From an optimization exercise on the open Yosys and OpenROAD flow, aimed at small area, a short achievable clock period and few clock cycles; shortcuts taken in it are not production practice. At most, simulation tests tie the RTL to the original design; equivalence was not proved. No functional check of the RTL was part of run 1.

==> flow/design.v (outline; a module is shown in full before it is edited, if it fits) <==
// module fundamental_milestone: 1558 lines
// module m1_fa: 4 lines
// module m1_ha: 4 lines
module fundamental_milestone (
		input logic Clock_50,
		input logic Resetn,
		input logic m1_enable,
		input logic [15:0] SRAM_read_data,
		output logic [15:0] SRAM_write_data,
		output logic SRAM_we_n,
		output logic [17:0] SRAM_address,
		output logic m1_disable
		);
  // ...
==> flow/flow/run.sh <==
#!/bin/bash
set -euo pipefail
cat >> config.mk <<'EOC'
export SETUP_SLACK_MARGIN = 11.8
EOC
bash standard.sh > standard.log 2>&1
==> flow/standard.sh <==
#!/bin/bash
# synth_recipe.tcl (not shown) runs the flow's synth.tcl, then flattens the netlist and writes it again
# the make line also repeats each setting of config.mk as NAME=value (left out here)
make -C /OpenROAD-flow-scripts/flow DESIGN_CONFIG=/design/flow/config.mk WORK_HOME=/design/flow/orfs CLKGATE_MAP_FILE= SYNTH_SCRIPT=/design/flow/synth_recipe.tcl "${@:-finish}"
==> flow/config.mk <==
export PLATFORM = sky130hd
export DESIGN_NAME = fundamental_milestone
export DESIGN_NICKNAME = fundamental_milestone
export VERILOG_FILES = /design/flow/design.v
export SDC_FILE = /design/flow/constraint.sdc
export NUM_CORES = 4
export LEC_CHECK = 0
export CAP_MARGIN = 20
export CORE_MARGIN = 2
export CORE_UTILIZATION = 40
export CTS_CLUSTER_DIAMETER = 70
export CTS_CLUSTER_SIZE = 36
export GPL_TIMING_DRIVEN = 1
export PLACE_DENSITY = 0.6
export SLEW_MARGIN = 20
export SYNTH_HIERARCHICAL = 1
export SYNTH_MINIMUM_KEEP_SIZE = 0
export SETUP_SLACK_MARGIN = 11.8
==> flow/constraint.sdc <==
create_clock -name core_clock -period 16.0 [get_ports {Clock_50}]
set_input_delay 3.2000 -clock core_clock [delete_from_list [all_inputs] [get_ports {Clock_50}]]
set_output_delay 3.2000 -clock core_clock [all_outputs]
set_load 0.01 [all_outputs]
==> out/results.tsv, run 1 <==
metric	value	unit
CP startpoint kind	flip-flop	
core outline area	57500	um^2
main combinational cell family by area after synthesis	adder cells	
ys flop type	dfxtp_1	
outcome	complete, no violations	
fin area	26200	um^2
First-pass DRT Iterations	7	
row cnt	88	
commonest cells after routing, fill and taps aside	fa_1 (267), inv_1 (208), ha_1 (164)	
Synth Area in Adders	0.338	
vias in the first global route	15443	
largest registers	SRAM_address x18, wp x18, up x17	
sequential cell area fraction in the yosys report	0.382	
final hold violations	0	
Placed Area	24600	um^2
Die X	245	um
Worst Path Arrival	1.20	ns
Crit-path slowest cell	dfstp_2	
Post-Synth XOR/XNOR Area	0.0210	
Mean Syn Cell Area	12.2	um^2
yosys warns	7	
==> inputs of run 2 (changes only) <==
--- a/flow/design.v
+++ b/flow/design.v
@@ -85,16 +85,18 @@
 		output logic m1_disable
 		);
 logic        running;
 logic [3:0]  ph;         
 logic [1:0]  warm;       
 logic [6:0]  col;        
 logic        wr_en;
 assign wr_en = (warm == 2'd3);
+logic        we;         
+assign SRAM_we_n = ~we;
 logic [16:0] up;
 logic [16:0] ya;       
 logic [17:0] wp;
 logic [17:0] inc;
 logic [7:0]  us0, us1, us2, us3, us4, us5, us6;    
 logic [7:0]  vs0, vs1, vs2, vs3, vs4, vs5, vs6;    
 logic [15:0] ybuf;
 logic        u_en, u_ld, v_en, v_ld;    
@@ -1560,27 +1562,27 @@
 			if (!wr_en) warm <= warm + 2'd1;
 			col <= (col == 7'd79) ? 7'd0 : col + 7'd1;
 		end
 	end
 end
 always_ff @(posedge Clock_50 or negedge Resetn) begin
 	if (!Resetn) begin
 		running <= 1'b0;
-		SRAM_we_n <= 1'b1;
+		we <= 1'b0;
 		m1_disable <= 1'b0;
 	end else begin
 		m1_disable <= 1'b0;
 		if (!running) begin
-			SRAM_we_n <= 1'b1;
+			we <= 1'b0;
 			if (m1_enable) running <= 1'b1;
 		end else begin
 			case (ph)
-				4'd1, 4'd2, 4'd3, 4'd6, 4'd7, 4'd8: SRAM_we_n <= ~wr_en;
-				default: SRAM_we_n <= 1'b1;
+				4'd1, 4'd2, 4'd3, 4'd6, 4'd7, 4'd8: we <= wr_en;
+				default: we <= 1'b0;
 			endcase
 			if (ph == 4'd8 && wr_en && SRAM_address == 18'h3FFFE) begin
 				m1_disable <= 1'b1;
 				running <= 1'b0;
 			end
 		end
 	end
 end
==> flow/flow/run.sh (replaced) <==
#!/bin/bash
set -euo pipefail
cat >> config.mk <<'EOC'
export SETUP_SLACK_MARGIN = 11.95
EOC
bash standard.sh > standard.log 2>&1
--- a/flow/config.mk
+++ b/flow/config.mk
@@ -5,14 +5,13 @@
 export SDC_FILE = /design/flow/constraint.sdc
 export NUM_CORES = 4
 export LEC_CHECK = 0
 export CAP_MARGIN = 20
 export CORE_MARGIN = 2
 export CORE_UTILIZATION = 40
 export CTS_CLUSTER_DIAMETER = 70
 export CTS_CLUSTER_SIZE = 36
-export GPL_TIMING_DRIVEN = 1
 export PLACE_DENSITY = 0.6
 export SLEW_MARGIN = 20
 export SYNTH_HIERARCHICAL = 1
 export SYNTH_MINIMUM_KEEP_SIZE = 0
-export SETUP_SLACK_MARGIN = 11.8
+export SETUP_SLACK_MARGIN = 11.95
==> out/results.tsv, run 2 <==
metric	value	unit	change
die area	59900	um^2	was 60000 um^2
GR Util met3	0.0173		was 0.0246
Syn Inst Count	1920		was 1908
post-route ant nets	0		unchanged
FMAX	231	MHz	was 228 MHz
sequential cell area fraction in the yosys report	0.383		was 0.382
clock buffer depth	3		unchanged
largest cells by area after synthesis	fa_1 (24%), edfxtp_1 (20%), dfxtp_1 (18%), ha_1 (9.1%), inv_1 (3.5%)		was fa_1 (24%), edfxtp_1 (20%), dfxtp_1 (18%), ha_1 (9.1%), inv_1 (3.4%)
max-cap check violation count	0		unchanged
minimum clock period	4.33	ns	was 4.40 ns
I/O pin count	55		unchanged
via/cell ratio	5.21		was 5.17
Final Max Tran Viols	0		unchanged
Die X	245	um	about the same
Seq cells post-synth	364		unchanged
Crit-path slowest cell	dfrtp_1		was dfstp_2
core outline area	57500	um^2	unchanged
row cnt	88		unchanged
final hold violations	0		unchanged
outcome	complete, no violations		unchanged
GR peak layer	met2		unchanged
commonest non-fill, non-tap cell in the layout	fa_1		unchanged
setup_tns	0	ns	unchanged
Worst Path Required	12.80	ns	about the same
CP max stage delay	0.37	ns	was 0.53 ns
share of cells above drive strength 1	0.189		was 0.162
CTS tree	done		unchanged
Clock Latency Late Sink	0.61	ns	was 0.59 ns
Final Skew	0.0291	ns	was 0.0363 ns
H-tree Lvls	1		unchanged
GR Util met1	0.245		was 0.235
critical path, cell by cell	inv_1 > buf_2		was buf_6
critical path type	reg -> out		unchanged
final critical-path share of the clock period	0.271		was 0.275
number of remaining DRC errors	0		unchanged
ys flop type	dfxtp_1		unchanged
fin area	26700	um^2	was 26200 um^2
Yosys top cell by area	fa_1		unchanged
commonest cells after routing, fill and taps aside	fa_1 (262), inv_1 (203), dfxtp_1 (159)		was fa_1 (267), inv_1 (208), ha_1 (164)
Final #Nets	2521		was 2470
Worst Path Arrival	1.13	ns	was 1.20 ns
antenna violations before repair	1		was 2
Top delay family on crit path	flip-flops		unchanged
Async S/R FF share, synth	0.00824		unchanged
count leader, synth	fa_1		unchanged
Mapped Nets	2391		was 2379
Placed Area	24600	um^2	about the same
Fillers	5208		was 5264
vias in the first global route	15455		was 15.4k
Netlist cell types	78		was 85
Mean Syn Cell Area	12.1	um^2	was 12.2 um^2
clk sinks	364		unchanged
First-pass DRT Iterations	5		was 7
clock root cell	clkbuf_16		unchanged
cell area after synthesis	23200	um^2	about the same
Buf/Inv on CP	2		was 1
GR Util met2	0.328		was 0.314
yosys warns	7		unchanged
Clock transition at path regs	0.10	ns	about the same
most frequent cells after synthesis	fa_1 (283), inv_1 (217), dfxtp_1 (205)		was fa_1 (283), inv_1 (212), dfxtp_1 (205)
Initial DRC Count	836		was 859
Max-slew headroom	0.305		was 0.271
Synth top area share	0.245		was 0.244
Post-synth EDFFs	156		unchanged
crit-path max FO	1		unchanged
die height	245	um	about the same
CP startpoint kind	flip-flop		unchanged
DP HPWL	41.5	mm	was 40.3 mm
GRT Residual Overflow	0		unchanged
TritonCTS Buffers	29		was 28
first-pass GRT wire length	87.5	mm	was 84.6 mm
setup violators final	0		unchanged
hold crit path type	reg -> reg		unchanged
Final Wtd Congestion	0.916		was 0.876
crit path capture type	output port		unchanged
Initial Util	0.403		was 0.404
RSZ-0062 raised after global routing	yes		unchanged
GRT Util Overall	0.188		was 0.180
WL final	55.7	mm	was 53.2 mm
via count	14777		was 14.4k
largest net degree at the start of global routing	57		unchanged
Avg WL per Cell	19.6	um	was 19.1 um
area grow syn2layout	15.3	%	was 13.1%
largest registers	SRAM_address x18, wp x18, up x17		unchanged
worst slew pin tran	1.04	ns	was 1.09 ns
n_diodes	0		unchanged
input/output buffers	54		unchanged
run 2: cell types whose count changed in the layout (fill, tap and decap cells not counted), moves of 9 or more:
cell	before	now
a211oi_1	16	7
a221o_1	15	1
ha_1	164	152
nand2_1	151	139
nand3_1	24	14
buf_4	58	90
a21oi_1	75	108
run 2: area by class of cell:
| cell class | instances | area [um^2] | area share |
|---|---|---|---|
| Multi-Input combinational cell | 1285 | 13600 | 0.508 |
| Sequential cell | 364 | 8950 | 0.335 |
| Timing Repair Buffer | 153 | 1270 | 0.0474 |
| Tap cell | 765 | 957 | 0.0358 |
| Inverter | 217 | 826 | 0.0309 |
| Clock buffer | 29 | 726 | 0.0272 |
| Clock inverter | 25 | 423 | 0.0158 |
run 2: cells by family after synthesis:
group	Yosys count	share of synthesized area
xor+xnor	52	0.0197
buf+inv	271	0.0448
compound gates	328	0.0905
simple gates	343	0.0684
flops	364	0.383
mux	100	0.0540
fa+ha+maj	462	0.340
run 2: stage by stage:
step | hold WS (ns) | setup WS [ns] | util | cells
final | 0.448 | 11.67 | 0.465 | 2838
after floorplan | 0.418 | 11.91 | - | 1920
after CTS | 0.450 | 11.62 | 0.456 | 2798
after detailed placement | 0.434 | 11.45 | 0.429 | 2704
after global placement | 0.432 | 11.48 | 0.429 | 2704
after global routing | 0.461 | 11.60 | 0.465 | 2838
run 2: per-module statistics from Yosys, one instance, submodules excluded:
module                 copies in the design  flip-flops and latches  area [um^2]
m1_fa                                   261                       0         20.0
fundamental_milestone                     1                     364        17300
m1_ha                                    50                       0         12.5
run 2: path summary, 6_finish.rpt:
path                        start         end  slack, ns  cells after the start
max                            we   SRAM_we_n      11.67                      2
min                        vs3[1]      vs2[1]       0.45                      0
max reg2reg                 p1[4]     px_u[6]      11.75                     13
min reg2reg                vs3[1]      vs2[1]       0.45                      0
max in group asynchronous  Resetn  m1_disable      13.08                      1
min in group asynchronous  Resetn          we       2.77                      1
run 2: what timing repair did:
item / in CTS / in global routing
pin swaps: 26 / 44
setup endpoints to repair: 52 / 65
buffers inserted: 40 / 40
cloned: 0 / 0
hold buffers: 0 / 0
resized for setup: 240 / 58
run 2: per-layer routing:
metal  vias to the layer above  part of all wire
met5                         -                 0
met4                         0             0.038
met3                        96             0.032
met2                       306              0.50
met1                      7533              0.43
li1                       6842                 -
Testbench counts of run 2, summed over its fixed seeds: cycles 1,536,200.
==> inputs of run 3 (changes only) <==
==> flow/flow/run.sh (replaced) <==
#!/bin/bash
set -euo pipefail
cat >> config.mk <<'EOC'
export SETUP_SLACK_MARGIN = 11.8
EOC
bash standard.sh > standard.log 2>&1
--- a/flow/config.mk
+++ b/flow/config.mk
@@ -10,4 +10,4 @@
 export CORE_UTILIZATION = 40
-export CTS_CLUSTER_DIAMETER = 70
-export CTS_CLUSTER_SIZE = 36
+export CTS_CLUSTER_DIAMETER = 80
+export CTS_CLUSTER_SIZE = 40
 export PLACE_DENSITY = 0.6
@@ -16,2 +16,2 @@
 export SYNTH_MINIMUM_KEEP_SIZE = 0
-export SETUP_SLACK_MARGIN = 11.95
+export SETUP_SLACK_MARGIN = 11.8
==> out/results.tsv, run 3 <==
metric	value	unit	change
Initial Util	0.403		unchanged
Initial DRC Count	782		was 836
final hold violations	0		unchanged
setup violators final	0		unchanged
I/O pin count	55		unchanged
clock root cell	clkbuf_16		unchanged
ys flop type	dfxtp_1		unchanged
Post-synth EDFFs	156		unchanged
cts-stage hold buffer count	0		unchanged
count leader, synth	fa_1		unchanged
setup_tns	0	ns	unchanged
WL final	56.2	mm	was 55.7 mm
post-route ant nets	0		unchanged
fin area	26200	um^2	was 26700 um^2
core outline area	57500	um^2	unchanged
Seq cells post-synth	364		unchanged
crit path capture type	output port		unchanged
CP startpoint kind	flip-flop		unchanged
Fillers	5189		was 5208
vias in the first global route	15588		was 15.5k
GR Util met3	0.0234		was 0.0173
Hold Crit Start	fv[8]		was vs3[1]
Max-slew headroom	0.266		was 0.305
cell area after synthesis	23200	um^2	unchanged
First-pass DRT Iterations	5		unchanged
largest cells by area after synthesis	fa_1 (24%), edfxtp_1 (20%), dfxtp_1 (18%), ha_1 (9.1%), inv_1 (3.5%)		unchanged
GR peak layer	met2		unchanged
Synth top area share	0.245		unchanged
minimum clock period	4.30	ns	was 4.33 ns
RSZ-0062 raised after global routing	yes		unchanged
Final #Nets	2484		was 2521
number of remaining DRC errors	0		unchanged
via/cell ratio	5.22		was 5.21
outcome	complete, no violations		unchanged
Syn Inst Count	1920		unchanged
input/output buffers	54		unchanged
sequential cell area fraction in the yosys report	0.383		unchanged
reg2reg end	px_u[5]		was px_u[6]
die height	245	um	unchanged
Final Wtd Congestion	0.909		was 0.916
GRT Util Overall	0.191		was 0.188
via count	14599		was 14.8k
row cnt	88		unchanged
TritonCTS Buffers	25		was 29
commonest cells after routing, fill and taps aside	fa_1 (266), inv_1 (207), dfxtp_1 (162)		was fa_1 (262), inv_1 (203), dfxtp_1 (159)
Netlist cell types	78		unchanged
Die X	245	um	unchanged
largest net degree at the start of global routing	57		unchanged
Worst Path Required	12.80	ns	about the same
clock buffer depth	3		unchanged
die area	59900	um^2	unchanged
worst reg-to-reg setup slack	11.74	ns	was 11.75 ns
most frequent cells after synthesis	fa_1 (283), inv_1 (217), dfxtp_1 (205)		unchanged
first-pass GRT wire length	88.8	mm	was 87.5 mm
worst slew pin tran	1.10	ns	was 1.04 ns
FMAX	233	MHz	was 231 MHz
WHS	0.452	ns	was 0.448 ns
CTS tree	done		unchanged
Clock Latency Late Sink	0.59	ns	was 0.61 ns
Avg WL per Cell	20.1	um	was 19.6 um
R2R Path Start	p1[5]		was p1[4]
hold crit path type	reg -> reg		unchanged
final core utilization	0.455		was 0.465
n_diodes	0		unchanged
hold endpoint	px_v[8]		was vs2[1]
Placed Area	24600	um^2	about the same
DP HPWL	42.0	mm	was 41.5 mm
Final Max Tran Viols	0		unchanged
area grow syn2layout	12.9	%	was 15.3%
GR Util met1	0.245		about the same
Async S/R FF share, synth	0.00824		unchanged
r2r worst-path depth	14		was 13
Mapped Nets	2391		unchanged
GRT Residual Overflow	0		unchanged
share of cells above drive strength 1	0.163		was 0.189
largest registers	SRAM_address x18, wp x18, up x17		unchanged
max-cap check violation count	0		unchanged
commonest non-fill, non-tap cell in the layout	fa_1		unchanged
H-tree Lvls	1		unchanged
Clock transition at path regs	0.09	ns	was 0.10 ns
Yosys top cell by area	fa_1		unchanged
clk sinks	364		unchanged
Mean Syn Cell Area	12.1	um^2	unchanged
Final Skew	0.0287	ns	was 0.0291 ns
antenna violations before repair	0		was 1
crit-path max FO	1		unchanged
yosys warns	7		unchanged
Worst Path Arrival	1.10	ns	was 1.13 ns
GR Util met2	0.337		was 0.328
Hold Path Stages	1		was 0
critical path type	reg -> out		unchanged
final critical-path share of the clock period	0.269		was 0.271
[run 3: cell counts after synthesis]
No cell type changed its count.
[run 3: kinds of logic (layout without fill, tap and decap cells)]
family,Yosys count,in the layout,synth area share
AO/OA/AOI/OAI,328,328,0.0905
buffers and inverters,271,382,0.0448
flip-flops,364,364,0.383
XOR/XNOR,52,52,0.0197
multiplexers,100,100,0.0540
adder cells (fa/ha/maj),462,462,0.340
AND/OR/NAND/NOR,343,343,0.0684
[run 3: repair_timing]
action,4_1_cts,5_1_grt
cloned,0,0
pin swaps,16,27
buffers inserted,28,20
resized for setup,225,52
hold endpoints to repair,0,0
setup endpoints to repair,47,55
[run 3: through the flow]
stage,setup slack (ns),instances
final,11.70,2796
after global routing,11.58,2796
after CTS,11.66,2776
after detailed placement,11.39,2703
after global placement,11.45,2703
after floorplan,11.81,1920
[run 3: final cells by class]
type | instances | area (um^2) | share of cell area
Inverter | 217 | 826 | 0.0316
Timing Repair Buffer | 120 | 998 | 0.0382
Tap cell | 765 | 957 | 0.0366
Multi-Input combinational cell | 1285 | 13500 | 0.516
Sequential cell | 364 | 8940 | 0.342
Clock buffer | 28 | 667 | 0.0255
Clock inverter | 17 | 273 | 0.0104
[run 3: worst max path at each step]
stage / from / end
after floorplan: p2[5] / px_u[6]
after global placement: px_y[6] / b_c
after detailed placement: px_y[5] / b_c
after CTS: we / SRAM_we_n
after global routing: p2[1] / px_u[8]
final: we / SRAM_we_n
[run 3: per-module statistics from Yosys, one instance, submodules excluded]
module,copies in the design,cells inside,area [um^2]
fundamental_milestone,1,1609,17300
m1_fa,261,1,20.0
m1_ha,50,1,12.5
[run 3: critical path, cell delays in order (launching register included)]
cell and delay [ns]:
dfrtp_1 0.37, inv_1 0.04, buf_2 0.12
[run 3: layer usage]
metal	up-vias	wire, um
met3	96	2170
met1	7418	23600
met5	-	0
met2	328	28500
met4	0	1840
li1	6757	-
==> inputs of run 4 (changes only) <==
--- a/flow/config.mk
+++ b/flow/config.mk
@@ -10,4 +10,5 @@
 export CORE_UTILIZATION = 40
-export CTS_CLUSTER_DIAMETER = 80
-export CTS_CLUSTER_SIZE = 40
+export CTS_BUF_LIST = sky130_fd_sc_hd__clkbuf_8 sky130_fd_sc_hd__clkbuf_16
+export CTS_CLUSTER_DIAMETER = 70
+export CTS_CLUSTER_SIZE = 36
 export PLACE_DENSITY = 0.6
==> out/results.tsv, run 4 <==
metric	value	unit	change
outcome	complete, no violations		unchanged
Final Max Tran Viols	0		unchanged
ys flop type	dfxtp_1		unchanged
Worst Path Arrival	1.07	ns	was 1.10 ns
core outline area	57500	um^2	unchanged
final hold violations	0		unchanged
Syn Inst Count	1920		unchanged
antenna violations before repair	0		unchanged
worst slew pin tran	1.08	ns	was 1.10 ns
row cnt	88		unchanged
Seq cells post-synth	364		unchanged
clk sinks	364		unchanged
CTS tree	done		unchanged
Worst Path Required	12.80	ns	about the same
Clock Latency Late Sink	0.60	ns	was 0.59 ns
Inst Count DP	2703		unchanged
Synth top area share	0.245		unchanged
FMAX	234	MHz	was 233 MHz
DP HPWL	42.0	mm	unchanged
cell area after synthesis	23200	um^2	unchanged
post-route ant nets	0		unchanged
setup_tns	0	ns	unchanged
clock buffer depth	3		unchanged
largest cells by area after synthesis	fa_1 (24%), edfxtp_1 (20%), dfxtp_1 (18%), ha_1 (9.1%), inv_1 (3.5%)		unchanged
most frequent cells after synthesis	fa_1 (283), inv_1 (217), dfxtp_1 (205)		unchanged
via/cell ratio	5.19		was 5.22
CP max stage delay	0.36	ns	was 0.37 ns
max-cap check violation count	0		unchanged
largest registers	SRAM_address x18, wp x18, up x17		unchanged
yosys warns	7		unchanged
final critical-path share of the clock period	0.267		was 0.269
Top delay family on crit path	flip-flops		unchanged
RSZ-0062 raised after global routing	yes		unchanged
share of cells above drive strength 1	0.159		was 0.163
input/output buffers	54		unchanged
Buf/Inv on CP	2		unchanged
minimum clock period	4.27	ns	was 4.30 ns
Final #Nets	2480		was 2484
number of remaining DRC errors	0		unchanged
commonest cells after routing, fill and taps aside	fa_1 (265), inv_1 (209), dfxtp_1 (162), ha_1 (162), edfxtp_1 (156)		was fa_1 (266), inv_1 (207), dfxtp_1 (162)
die height	245	um	unchanged
Final Skew	0.0487	ns	was 0.0287 ns
Mapped Nets	2391		unchanged
clock root cell	clkbuf_16		unchanged
area grow syn2layout	13.0	%	was 12.9%
TritonCTS Buffers	29		was 25
n_diodes	0		unchanged
Post-synth EDFFs	156		unchanged
sequential cell area fraction in the yosys report	0.383		unchanged
crit-path max FO	1		unchanged
count leader, synth	fa_1		unchanged
vias in the first global route	15599		about the same
critical path, cell by cell	inv_1 > buf_2		unchanged
Die X	245	um	unchanged
final std cells w/o fill	2797		was 2796
Clock transition at path regs	0.08	ns	was 0.09 ns
GRT Residual Overflow	0		unchanged
I/O pin count	55		unchanged
hold crit path type	reg -> reg		unchanged
via count	14510		was 14.6k
Netlist cell types	78		unchanged
critical path type	reg -> out		unchanged
Initial Util	0.403		unchanged
WL final	56.0	mm	was 56.2 mm
setup violators final	0		unchanged
Final Wtd Congestion	0.909		unchanged
Crit-path slowest cell	dfrtp_1		unchanged
largest net degree at the start of global routing	57		unchanged
commonest non-fill, non-tap cell in the layout	fa_1		unchanged
crit path capture type	output port		unchanged
Initial DRC Count	845		was 782
Mean Syn Cell Area	12.1	um^2	unchanged
first-pass GRT wire length	88.7	mm	was 88.8 mm
Max-slew headroom	0.277		was 0.266
GRT Util Overall	0.191		about the same
Async S/R FF share, synth	0.00824		unchanged
Avg WL per Cell	20.0	um	was 20.1 um
Yosys top cell by area	fa_1		unchanged
First-pass DRT Iterations	5		unchanged
die area	59900	um^2	unchanged
CP startpoint kind	flip-flop		unchanged
H-tree Lvls	1		unchanged
cts-stage hold buffer count	0		unchanged
-- run 4: cell counts after synthesis --
No cell type changed its count.
-- run 4: per-stage QoR --
step / cell area [um^2] / util / setup WS, ns / hold WS (ns)
5_1_grt: 26200 / 0.455 / 11.56 / 0.453
2_1_floorplan: 23200 / - / 11.81 / 0.418
4_1_cts: 25900 / 0.451 / 11.52 / 0.446
3_3_place_gp: 24600 / 0.428 / 11.45 / 0.431
6_report: 26200 / 0.455 / 11.73 / 0.447
3_5_place_dp: 24600 / 0.428 / 11.39 / 0.431
-- run 4: cells by family after synthesis --
group                    share of synthesized area
buffers and inverters                       0.0448
adder cells (fa/ha/maj)                      0.340
flip-flops                                   0.383
AND/OR/NAND/NOR                             0.0684
AO/OA/AOI/OAI                               0.0905
XOR/XNOR                                    0.0197
multiplexers                                0.0540
-- run 4: Yosys stat by module (local to each module, per instance) --
module                 cell area [um^2]  flops+latches  cells
m1_fa                              20.0              0      1
fundamental_milestone             17300            364   1609
m1_ha                              12.5              0      1
-- run 4: per-layer routing --
metal	track usage	share of wire	wire length, um	vias up
met5	0	0	0	-
li1	-	-	-	6769
met3	0.0239	0.033	1870	88
met2	0.341	0.51	28600	253
met1	0.244	0.43	24100	7400
met4	0.0488	0.025	1380	0
-- run 4: area by class of cell --
| type | count | area (um^2) |
|---|---|---|
| fill | 5213 | 31300 |
| multi-input combinational | 1285 | 13400 |
| sequential | 364 | 8940 |
| tap | 765 | 957 |
| timing repair buffer | 112 | 935 |
| inverter | 217 | 828 |
| clock buffer | 32 | 767 |
| clock inverter | 22 | 304 |
-- run 4: worst reg2reg max path, cell delays in order (launching register included) --
cell	delay, ns
dfxtp_4	0.38
inv_4	0.04
fa_2	0.37
fa_2	0.58
fa_1	0.44
fa_2	0.50
ha_2	0.23
a311oi_1	0.19
o21ai_1	0.15
a31oi_2	0.20
o31ai_4	0.12
a21oi_4	0.24
buf_4	0.16
buf_6	0.09
xnor2_2	0.08
mux2_2	0.27
-- run 4: final timing paths --
kind                         from          to  slack (ns)  cells past startpoint
max                            we   SRAM_we_n       11.73                      2
min                         fv[8]     px_v[8]        0.45                      1
max reg2reg                 p2[5]     px_u[5]       11.74                     15
min reg2reg                 fv[8]     px_v[8]        0.45                      1
max in group asynchronous  Resetn          we       13.04                      1
min in group asynchronous  Resetn  m1_disable        2.81                      1
-- run 4: repair_timing --
| action | in CTS | in global routing |
|---|---|---|
| pin swaps | 11 | 21 |
| gates resized for setup | 223 | 43 |
| setup buffers | 24 | 16 |
| hold endpoints to repair | 0 | 0 |
| setup endpoints to repair | 47 | 55 |
==> inputs of run 5 (changes only) <==
--- a/flow/config.mk
+++ b/flow/config.mk
@@ -10,3 +10,2 @@
 export CORE_UTILIZATION = 40
-export CTS_BUF_LIST = sky130_fd_sc_hd__clkbuf_8 sky130_fd_sc_hd__clkbuf_16
 export CTS_CLUSTER_DIAMETER = 70
==> out/results.tsv, run 5 <==
metric	value	unit	change
via/cell ratio	5.19		unchanged
Final Skew	0.0487	ns	unchanged
Final Max Tran Viols	0		unchanged
antenna violations before repair	0		unchanged
GRT Util Overall	0.191		unchanged
n_diodes	0		unchanged
crit path capture type	output port		unchanged
main combinational cell family by area after synthesis	adder cells		unchanged
setup_tns	0	ns	unchanged
H-tree Lvls	1		unchanged
Async S/R FF share, synth	0.00824		unchanged
FMAX	234	MHz	unchanged
yosys warns	7		unchanged
Clock transition at path regs	0.08	ns	about the same
outcome	complete, no violations		unchanged
Avg WL per Cell	20.0	um	unchanged
TritonCTS Buffers	29		unchanged
CTS tree	done		unchanged
commonest non-fill, non-tap cell in the layout	fa_1		unchanged
DP HPWL	42.0	mm	unchanged
WL final	56.0	mm	unchanged
largest cells by area after synthesis	fa_1 (24%), edfxtp_1 (20%), dfxtp_1 (18%), ha_1 (9.1%), inv_1 (3.5%)		unchanged
hold crit path type	reg -> reg		unchanged
CP max stage delay	0.36	ns	about the same
Syn Inst Count	1920		unchanged
clk sinks	364		unchanged
share of cells above drive strength 1	0.159		unchanged
critical path type	reg -> out		unchanged
minimum clock period	4.27	ns	unchanged
Max-slew headroom	0.277		unchanged
Initial DRC Count	845		unchanged
ys flop type	dfxtp_1		unchanged
core outline area	57500	um^2	unchanged
Clock Latency Late Sink	0.60	ns	about the same
clock root cell	clkbuf_16		unchanged
Post-Synth XOR/XNOR Area	0.0197		unchanged
setup violators final	0		unchanged
RSZ-0062 raised after global routing	yes		unchanged
vias in the first global route	15599		unchanged
Netlist cell types	78		unchanged
Seq cells post-synth	364		unchanged
mux share of post-synthesis cell area	0.0540		unchanged
First-pass DRT Iterations	5		unchanged
via count	14510		unchanged
Final #Nets	2480		unchanged
area grow syn2layout	13.0	%	unchanged
Crit-path slowest cell	dfrtp_1		unchanged
Placed Area	24600	um^2	unchanged
fin area	26200	um^2	unchanged
GRT Residual Overflow	0		unchanged
largest registers	SRAM_address x18, wp x18, up x17		unchanged
most frequent cells after synthesis	fa_1 (283), inv_1 (217), dfxtp_1 (205)		unchanged
I/O pin count	55		unchanged
clock buffer depth	3		unchanged
worst slew pin tran	1.08	ns	unchanged
first-pass GRT wire length	88.7	mm	unchanged
cell area after synthesis	23200	um^2	unchanged
CP startpoint kind	flip-flop		unchanged
commonest cells after routing, fill and taps aside	fa_1 (265), inv_1 (209), dfxtp_1 (162), ha_1 (162), edfxtp_1 (156)		unchanged
Worst Path Arrival	1.07	ns	about the same
Yosys top cell by area	fa_1		unchanged
Mean Syn Cell Area	12.1	um^2	unchanged
Worst Path Required	12.80	ns	about the same
final critical-path share of the clock period	0.267		unchanged
largest net degree at the start of global routing	57		unchanged
Mapped Nets	2391		unchanged
die height	245	um	unchanged
crit-path max FO	1		unchanged
Die X	245	um	unchanged
WHS	0.447	ns	unchanged
Synth top area share	0.245		unchanged
max-cap check violation count	0		unchanged
post-route ant nets	0		unchanged
sequential cell area fraction in the yosys report	0.383		unchanged
Final Wtd Congestion	0.909		unchanged
simple-gate share of the synthesized area	0.0684		unchanged
row cnt	88		unchanged
input/output buffers	54		unchanged
Compound-Gate Fraction of Synth Area	0.0905		unchanged
count leader, synth	fa_1		unchanged
critical path, cell by cell	inv_1 > buf_2		unchanged
final hold violations	0		unchanged
die area	59900	um^2	unchanged
Synth Area in Adders	0.340		unchanged
final core utilization	0.455		unchanged
number of remaining DRC errors	0		unchanged
Post-synth EDFFs	156		unchanged
Initial Util	0.403		unchanged
==> run 5: cell counts in the layout (fill, tap and decap cells not counted) <==
No cell type changed its count.
==> run 5: worst max-delay path: cells and delay by family, from the launching register on <==
kind / cells / cell delay (ns)
DFF: 1 / 0.36
buffers and inverters: 2 / 0.16
==> run 5: repair_timing <==
item                       4_1_cts  5_1_grt
pin swaps                       11       21
cloned                           0        0
hold buffers                     0        0
buffers inserted                24       16
setup endpoints to repair       47       55
resized for setup              223       43
hold endpoints to repair         0        0
==> run 5: metal layers <==
metal,up-vias,part of all wire,GRT usage,routed length [um]
met3,88,0.033,0.0239,1870
li1,6769,-,-,-
met2,253,0.51,0.341,28600
met5,-,0,0,0
met4,0,0.025,0.0488,1380
met1,7400,0.43,0.244,24100
==> run 5: final cells by class <==
class                           count  area [um^2]
Tap cell                          765          957
Timing Repair Buffer              112          935
Clock inverter                     22          304
Fill cell                        5213        31300
Sequential cell                   364         8940
Inverter                          217          828
Clock buffer                       32          767
Multi-Input combinational cell   1285        13400
==> run 5: logic make-up (layout without fill, tap and decap cells) <==
family	Yosys count	after routing
adder cells (fa/ha/maj)	462	462
flip-flops	364	364
AND/OR/NAND/NOR	343	343
AO/OA/AOI/OAI	328	328
buffers and inverters	271	383
multiplexers	100	100
XOR/XNOR	52	52
==> run 5: Yosys stat by module (local to each module, per instance) <==
| module | times used | flops+latches |
|---|---|---|
| m1_fa | 261 | 0 |
| fundamental_milestone | 1 | 364 |
| m1_ha | 50 | 0 |
==> run 5: final timing paths <==
kind	from	endpoint	slack, ns	depth (start not counted)
max	we	SRAM_we_n	11.73	2
max reg2reg	p2[5]	px_u[5]	11.74	15
min	fv[8]	px_v[8]	0.45	1
min in group asynchronous	Resetn	m1_disable	2.81	1
min reg2reg	fv[8]	px_v[8]	0.45	1
max in group asynchronous	Resetn	we	13.04	1
==> run 5: through the flow <==
step | instances | setup slack, ns
2_1_floorplan | 1920 | 11.81
5_1_grt | 2797 | 11.56
4_1_cts | 2781 | 11.52
6_report | 2797 | 11.73
3_3_place_gp | 2703 | 11.45
3_5_place_dp | 2703 | 11.39
==> inputs of run 6 (changes only) <==
--- a/flow/config.mk
+++ b/flow/config.mk
@@ -12,3 +12,3 @@
 export CTS_CLUSTER_SIZE = 36
-export PLACE_DENSITY = 0.6
+export PLACE_DENSITY = 0.5
 export SLEW_MARGIN = 20
==> out/results.tsv, run 6 <==
metric	value	unit	change
outcome	complete, no violations		unchanged
setup violators final	0		unchanged
Netlist cell types	78		unchanged
Final Wtd Congestion	0.890		was 0.909
Placed Area	24600	um^2	about the same
minimum clock period	4.32	ns	was 4.27 ns
cts-stage hold buffer count	0		unchanged
commonest non-fill, non-tap cell in the layout	fa_1		unchanged
Final #Nets	2494		was 2480
cell area after synthesis	23200	um^2	unchanged
critical path type	reg -> out		unchanged
largest registers	SRAM_address x18, wp x18, up x17		unchanged
Clock Latency Late Sink	0.60	ns	about the same
Async S/R FF share, synth	0.00824		unchanged
Initial Util	0.403		unchanged
first-pass GRT wire length	89.9	mm	was 88.7 mm
First-pass DRT Iterations	5		unchanged
I/O pin count	55		unchanged
Worst Path Arrival	1.12	ns	was 1.07 ns
clk sinks	364		unchanged
Clock transition at path regs	0.08	ns	about the same
DP HPWL	43.9	mm	was 42.0 mm
CP max stage delay	0.36	ns	about the same
ys flop type	dfxtp_1		unchanged
GRT Util Overall	0.197		was 0.191
RSZ-0062 raised after global routing	yes		unchanged
TritonCTS Buffers	29		unchanged
sequential cell area fraction in the yosys report	0.383		unchanged
H-tree Lvls	1		unchanged
Worst Path Required	12.80	ns	about the same
Die X	245	um	unchanged
Avg WL per Cell	20.8	um	was 20.0 um
crit-path max FO	1		unchanged
Yosys top cell by area	fa_1		unchanged
vias in the first global route	15031		was 15.6k
CP startpoint kind	flip-flop		unchanged
Final Max Tran Viols	0		unchanged
FMAX	232	MHz	was 234 MHz
most frequent cells after synthesis	fa_1 (283), inv_1 (217), dfxtp_1 (205)		unchanged
n_diodes	0		unchanged
WL final	58.6	mm	was 56.0 mm
via count	14431		was 14.5k
row cnt	88		unchanged
Fillers	5316		was 5213
Max-slew headroom	0.363		was 0.277
largest net degree at the start of global routing	57		unchanged
final critical-path share of the clock period	0.270		was 0.267
dpl ws	11.40	ns	was 11.39 ns
worst reg-to-reg setup slack	11.82	ns	was 11.74 ns
clock buffer depth	3		unchanged
CTS tree	done		unchanged
Final Skew	0.0301	ns	was 0.0487 ns
Post-synth EDFFs	156		unchanged
crit path capture type	output port		unchanged
antenna violations before repair	0		unchanged
yosys warns	7		unchanged
clock root cell	clkbuf_16		unchanged
die area	59900	um^2	unchanged
commonest cells after routing, fill and taps aside	fa_1 (266), inv_1 (207), dfxtp_1 (163)		was fa_1 (265), inv_1 (209), dfxtp_1 (162), ha_1 (162), edfxtp_1 (156)
core outline area	57500	um^2	unchanged
post-route ant nets	0		unchanged
Syn Inst Count	1920		unchanged
post-route setup slack	11.68	ns	was 11.73 ns
WHS	0.457	ns	was 0.447 ns
area grow syn2layout	13.4	%	was 13.0%
critical path, cell by cell	inv_1 > buf_2		unchanged
Synth top area share	0.245		unchanged
max-cap check violation count	0		unchanged
R2R Path Start	p1[7]		was p2[5]
via/cell ratio	5.13		was 5.19
Worst Setup SP	we		unchanged
Seq cells post-synth	364		unchanged
hold crit path type	reg -> reg		unchanged
Mapped Nets	2391		unchanged
input/output buffers	54		unchanged
die height	245	um	unchanged
share of cells above drive strength 1	0.165		was 0.159
final hold violations	0		unchanged
r2r worst-path depth	14		was 15
largest cells by area after synthesis	fa_1 (24%), edfxtp_1 (20%), dfxtp_1 (18%), ha_1 (9.1%), inv_1 (3.5%)		unchanged
fin area	26300	um^2	was 26200 um^2
worst slew pin tran	0.949	ns	was 1.08 ns
number of remaining DRC errors	0		unchanged
Crit-path slowest cell	dfrtp_1		unchanged
reg2reg end	px_u[8]		was px_u[5]
count leader, synth	fa_1		unchanged
Mean Syn Cell Area	12.1	um^2	unchanged
setup_tns	0	ns	unchanged
GRT Residual Overflow	0		unchanged
critical path endpoint	SRAM_we_n		unchanged
Initial DRC Count	825		was 845
-- run 6: changes by cell type in the layout (fill, tap and decap cells not counted), moves of 3 or more --
cell / previous run / this run
buf_4: 56 / 69
clkbuf_8: 3 / 0
inv_6: 2 / 5
inv_8: 3 / 6
-- run 6: layout make-up --
cell class	instances	area, um^2	area share
repair buffers	126	1050	0.0401
inverters	217	826	0.0314
multi-input cells	1285	13500	0.512
clock buffers	30	729	0.0278
well taps	765	957	0.0364
flip-flops and latches	364	8940	0.340
clock inverters	24	325	0.0124
-- run 6: kinds of logic after synthesis --
family          count (synthesis)  share of synthesized area
mux                           100                     0.0540
fa+ha+maj                     462                      0.340
flops                         364                      0.383
xor+xnor                       52                     0.0197
simple gates                  343                     0.0684
buf+inv                       271                     0.0448
compound gates                328                     0.0905
-- run 6: modules after synthesis (local to each module, per instance) --
module	times used	cells inside	flip-flops and latches	cell area, um^2
fundamental_milestone	1	1609	364	17300
m1_fa	261	1	0	20.0
m1_ha	50	1	0	12.5
-- run 6: stage by stage --
stage	util	instances
floorplan	-	1920
global placement	0.429	2708
detailed placement	0.429	2708
CTS	0.452	2788
global route	0.457	2811
finish	0.457	2811
-- run 6: repair_timing --
item / in CTS / in global routing
pin swaps: 11 / 6
gates resized for setup: 231 / 35
buffers inserted: 26 / 22
gates cloned: 0 / 0
endpoints found under the setup margin: 46 / 52
-- run 6: critical path: cells and delay by family, from the launching register on --
family | cells | cell delay [ns]
flip-flops | 1 | 0.36
buffers and inverters | 2 | 0.16
-- run 6: routing by layer --
layer | routed length [um] | part of all wire | vias to the layer above | GRT usage
li1 | - | - | 6789 | -
met1 | 25400 | 0.43 | 7373 | 0.259
met2 | 30200 | 0.51 | 213 | 0.353
met3 | 1780 | 0.030 | 56 | 0.0201
met4 | 1250 | 0.021 | 0 | 0.0407
met5 | 0 | 0 | - | 0
-- run 6: how the worst min path moves through the flow --
stage	from	to	slack, ns	cells past startpoint
after floorplan	us5[7]	us4[7]	0.42	0
after global placement	vs3[0]	vs2[0]	0.43	0
after detailed placement	vs3[0]	vs2[0]	0.43	0
after CTS	vs2[1]	vs1[1]	0.46	0
after global routing	vs2[1]	vs1[1]	0.46	0
final	vs3[3]	vs2[3]	0.46	0
==> inputs of run 7 (changes only) <==
--- a/flow/config.mk
+++ b/flow/config.mk
@@ -9,6 +9,6 @@
 export CORE_MARGIN = 2
-export CORE_UTILIZATION = 40
+export CORE_UTILIZATION = 50
 export CTS_CLUSTER_DIAMETER = 70
 export CTS_CLUSTER_SIZE = 36
-export PLACE_DENSITY = 0.5
+export PLACE_DENSITY = 0.65
 export SLEW_MARGIN = 20
==> out/results.tsv, run 7 <==
metric	value	unit	change
clock buffer depth	3		unchanged
first-pass GRT wire length	85.6	mm	was 89.9 mm
Reg area	8940	um^2	about the same
Post-synth EDFFs	156		unchanged
WL final	54.4	mm	was 58.6 mm
worst reg-to-reg setup slack	11.74	ns	was 11.82 ns
Async S/R FF share, synth	0.00824		unchanged
final hold violations	0		unchanged
worst slew pin tran	1.01	ns	was 0.949 ns
via/cell ratio	5.54		was 5.13
setup violators final	0		unchanged
Initial Util	0.508		was 0.403
RSZ-0062 raised after global routing	yes		unchanged
row cnt	78		was 88
clock root cell	clkbuf_16		unchanged
FMAX	233	MHz	was 232 MHz
critical path endpoint	SRAM_we_n		unchanged
Yosys top cell by area	fa_1		unchanged
H-tree Lvls	1		unchanged
Clock Latency Late Sink	0.58	ns	was 0.60 ns
critical path type	reg -> out		unchanged
Initial DRC Count	1001		was 825
TritonCTS Buffers	27		was 29
crit path capture type	output port		unchanged
First-pass DRT Iterations	8		was 5
input/output buffers	54		unchanged
max-cap check violation count	0		unchanged
Seq cells post-synth	364		unchanged
outcome	complete, no violations		unchanged
area grow syn2layout	11.8	%	was 13.4%
largest net degree at the start of global routing	57		unchanged
antenna violations before repair	0		unchanged
largest cells by area after synthesis	fa_1 (24%), edfxtp_1 (20%), dfxtp_1 (18%), ha_1 (9.1%), inv_1 (3.5%)		unchanged
dpl ws	11.44	ns	was 11.40 ns
area of the multi-input gates	13400	um^2	was 13500 um^2
R2R Path Start	p2[1]		was p1[7]
n_diodes	0		unchanged
share of cells above drive strength 1	0.159		was 0.165
Mean Syn Cell Area	12.1	um^2	unchanged
Max-slew headroom	0.325		was 0.363
via count	14596		was 14.4k
Worst Setup SP	we		unchanged
Syn Inst Count	1920		unchanged
Fillers	3706		was 5316
Synth top area share	0.245		unchanged
critical path, cell by cell	inv_1 > buf_2		unchanged
Final Wtd Congestion	0.883		was 0.890
die area	48100	um^2	was 59900 um^2
Final #Nets	2488		was 2494
I/O pin count	55		unchanged
GRT Residual Overflow	0		unchanged
most frequent cells after synthesis	fa_1 (283), inv_1 (217), dfxtp_1 (205)		unchanged
GRT Util Overall	0.233		was 0.197
CTS tree	done		unchanged
die height	219	um	was 245 um
Netlist cell types	78		unchanged
post-route setup slack	11.71	ns	was 11.68 ns
minimum clock period	4.29	ns	was 4.32 ns
post-route ant nets	0		unchanged
setup_tns	0	ns	unchanged
DP HPWL	40.8	mm	was 43.9 mm
sequential cell area fraction in the yosys report	0.383		unchanged
Worst Path Required	12.80	ns	about the same
Hold Path Stages	0		unchanged
Worst Path Arrival	1.09	ns	was 1.12 ns
Die X	219	um	was 245 um
Mapped Nets	2391		unchanged
ys flop type	dfxtp_1		unchanged
yosys warns	7		unchanged
count leader, synth	fa_1		unchanged
Clock transition at path regs	0.09	ns	was 0.08 ns
crit-path max FO	1		unchanged
largest registers	SRAM_address x18, wp x18, up x17		unchanged
Final Skew	0.0153	ns	was 0.0301 ns
r2r worst-path depth	14		unchanged
cell area after synthesis	23200	um^2	unchanged
clk sinks	364		unchanged
final critical-path share of the clock period	0.268		was 0.270
vias in the first global route	15511		was 15.0k
core outline area	45600	um^2	was 57500 um^2
CP startpoint kind	flip-flop		unchanged
Buf/Inv on CP	2		unchanged
Crit-path slowest cell	dfrtp_1		unchanged
Final Max Tran Viols	0		unchanged
Avg WL per Cell	20.6	um	was 20.8 um
commonest cells after routing, fill and taps aside	fa_1 (268), inv_1 (209), dfxtp_1 (164)		was fa_1 (266), inv_1 (207), dfxtp_1 (163)
reg2reg end	px_u[6]		was px_u[8]
hold crit path type	reg -> reg		unchanged
Inst Count DP	2538		was 2708
critical path depth in cells	2		unchanged
commonest non-fill, non-tap cell in the layout	fa_1		unchanged
final std cells w/o fill	2637		was 2811
number of remaining DRC errors	0		unchanged
CP max stage delay	0.37	ns	was 0.36 ns
Top delay family on crit path	flip-flops		unchanged
-- run 7: area by class of cell --
type / count / share of cell area
Clock buffer: 30 / 0.0277
Sequential cell: 364 / 0.345
Timing Repair Buffer: 122 / 0.0388
Tap cell: 600 / 0.0290
Inverter: 217 / 0.0319
Multi-Input combinational cell: 1285 / 0.519
Clock inverter: 19 / 0.00870
-- run 7: repair_timing --
action | in CTS | in global routing
buffers inserted | 29 | 21
gates cloned | 0 | 0
hold buffers | 0 | 0
resized for setup | 225 | 34
endpoints found under the setup margin | 49 | 56
pin swaps | 21 | 15
-- run 7: layer usage --
layer | track usage | routed length, um | up-vias
met4 | 0.0696 | 1670 | 0
li1 | - | - | 6773
met5 | 0 | 0 | -
met1 | 0.301 | 23000 | 7376
met3 | 0.0297 | 2410 | 93
met2 | 0.410 | 27300 | 354
-- run 7: cells by family after synthesis --
kind of cell / count (synthesis) / synth area share
AOI/OAI and AO/OA: 328 / 0.0905
buffers and inverters: 271 / 0.0448
and+or+nand+nor: 343 / 0.0684
xor gates and xnor gates: 52 / 0.0197
DFF: 364 / 0.383
adders and majority gates: 462 / 0.340
muxes: 100 / 0.0540
-- run 7: worst min path at each step --
stage                      start  endpoint
after floorplan           us5[7]    us4[7]
after global placement    us3[5]    us2[5]
after detailed placement  vs3[1]    vs2[1]
after CTS                 vs3[5]    vs2[5]
after global routing      vs3[1]    vs2[1]
final                     vs3[5]    vs2[5]
-- run 7: stage by stage --
| stage | hold WS (ns) | util | cell area [um^2] |
|---|---|---|---|
| 6_report | 0.452 | 0.568 | 25900 |
| 3_3_place_gp | 0.428 | 0.535 | 24400 |
| 4_1_cts | 0.452 | 0.562 | 25600 |
| 2_1_floorplan | 0.418 | - | 23200 |
| 3_5_place_dp | 0.432 | 0.535 | 24400 |
| 5_1_grt | 0.459 | 0.568 | 25900 |
-- run 7: worst register-to-register path, stage by stage (launching register included) --
cell      delay, ns
dfxtp_2        0.35
inv_2          0.05
fa_2           0.47
fa_2           0.41
fa_2           0.56
fa_1           0.46
ha_2           0.22
a311oi_2       0.23
o21ai_2        0.11
a31oi_2        0.24
o31ai_4        0.13
a21oi_4        0.22
o21bai_1       0.10
xor2_1         0.19
mux2_4         0.27
-- run 7: per-module statistics from Yosys (local to each module, per instance) --
| module | flip-flops and latches | cells |
|---|---|---|
| fundamental_milestone | 364 | 1609 |
| m1_ha | 0 | 1 |
| m1_fa | 0 | 1 |

[static timing again, ports no longer ideal]
How much do the figures lean on ideal ports? The routed layouts below were timed once more, with nothing changed but the port constraints.
Step 1 (the two cells are an assumption about what drives the block):
set clk [get_ports {Clock_50}]
set_driving_cell -lib_cell sky130_fd_sc_hd__clkbuf_16 $clk
set_driving_cell -lib_cell sky130_fd_sc_hd__buf_2 [delete_from_list [all_inputs] $clk]
Step 2, shift: input delay + t, output delay - t, t = (earliest + latest rising clock arrival at the registers) / 2. This alone moves slack from input paths to output paths.
a / b / c = ideal ports / drivers / drivers and shift; a / b = the first two.
run	t, ns	slack for setup (ns)	worst setup path at the end	slew at the worst register clock pin (ns)	worst data-port slew with drivers (ns)
run 1	0.633	11.605 / 11.547 / 11.776	input to register	0.11 / 0.11	0.04
run 2	0.661	11.669 / 11.604 / 11.751	register to register	0.10 / 0.10	0.04
run 3	0.637	11.700 / 11.640 / 11.745	register to register	0.11 / 0.11	0.04
run 4	0.643	11.728 / 11.667 / 11.737	register to register	0.09 / 0.09	0.04
run 5	0.643	11.728 / 11.667 / 11.737	register to register	0.09 / 0.09	0.04
run 6	0.647	11.683 / 11.623 / 11.815	input to register	0.09 / 0.09	0.04
run 7	0.623	11.705 / 11.650 / 11.743	register to register	0.09 / 0.09	0.04
After both steps setup and hold are still met in every run listed.
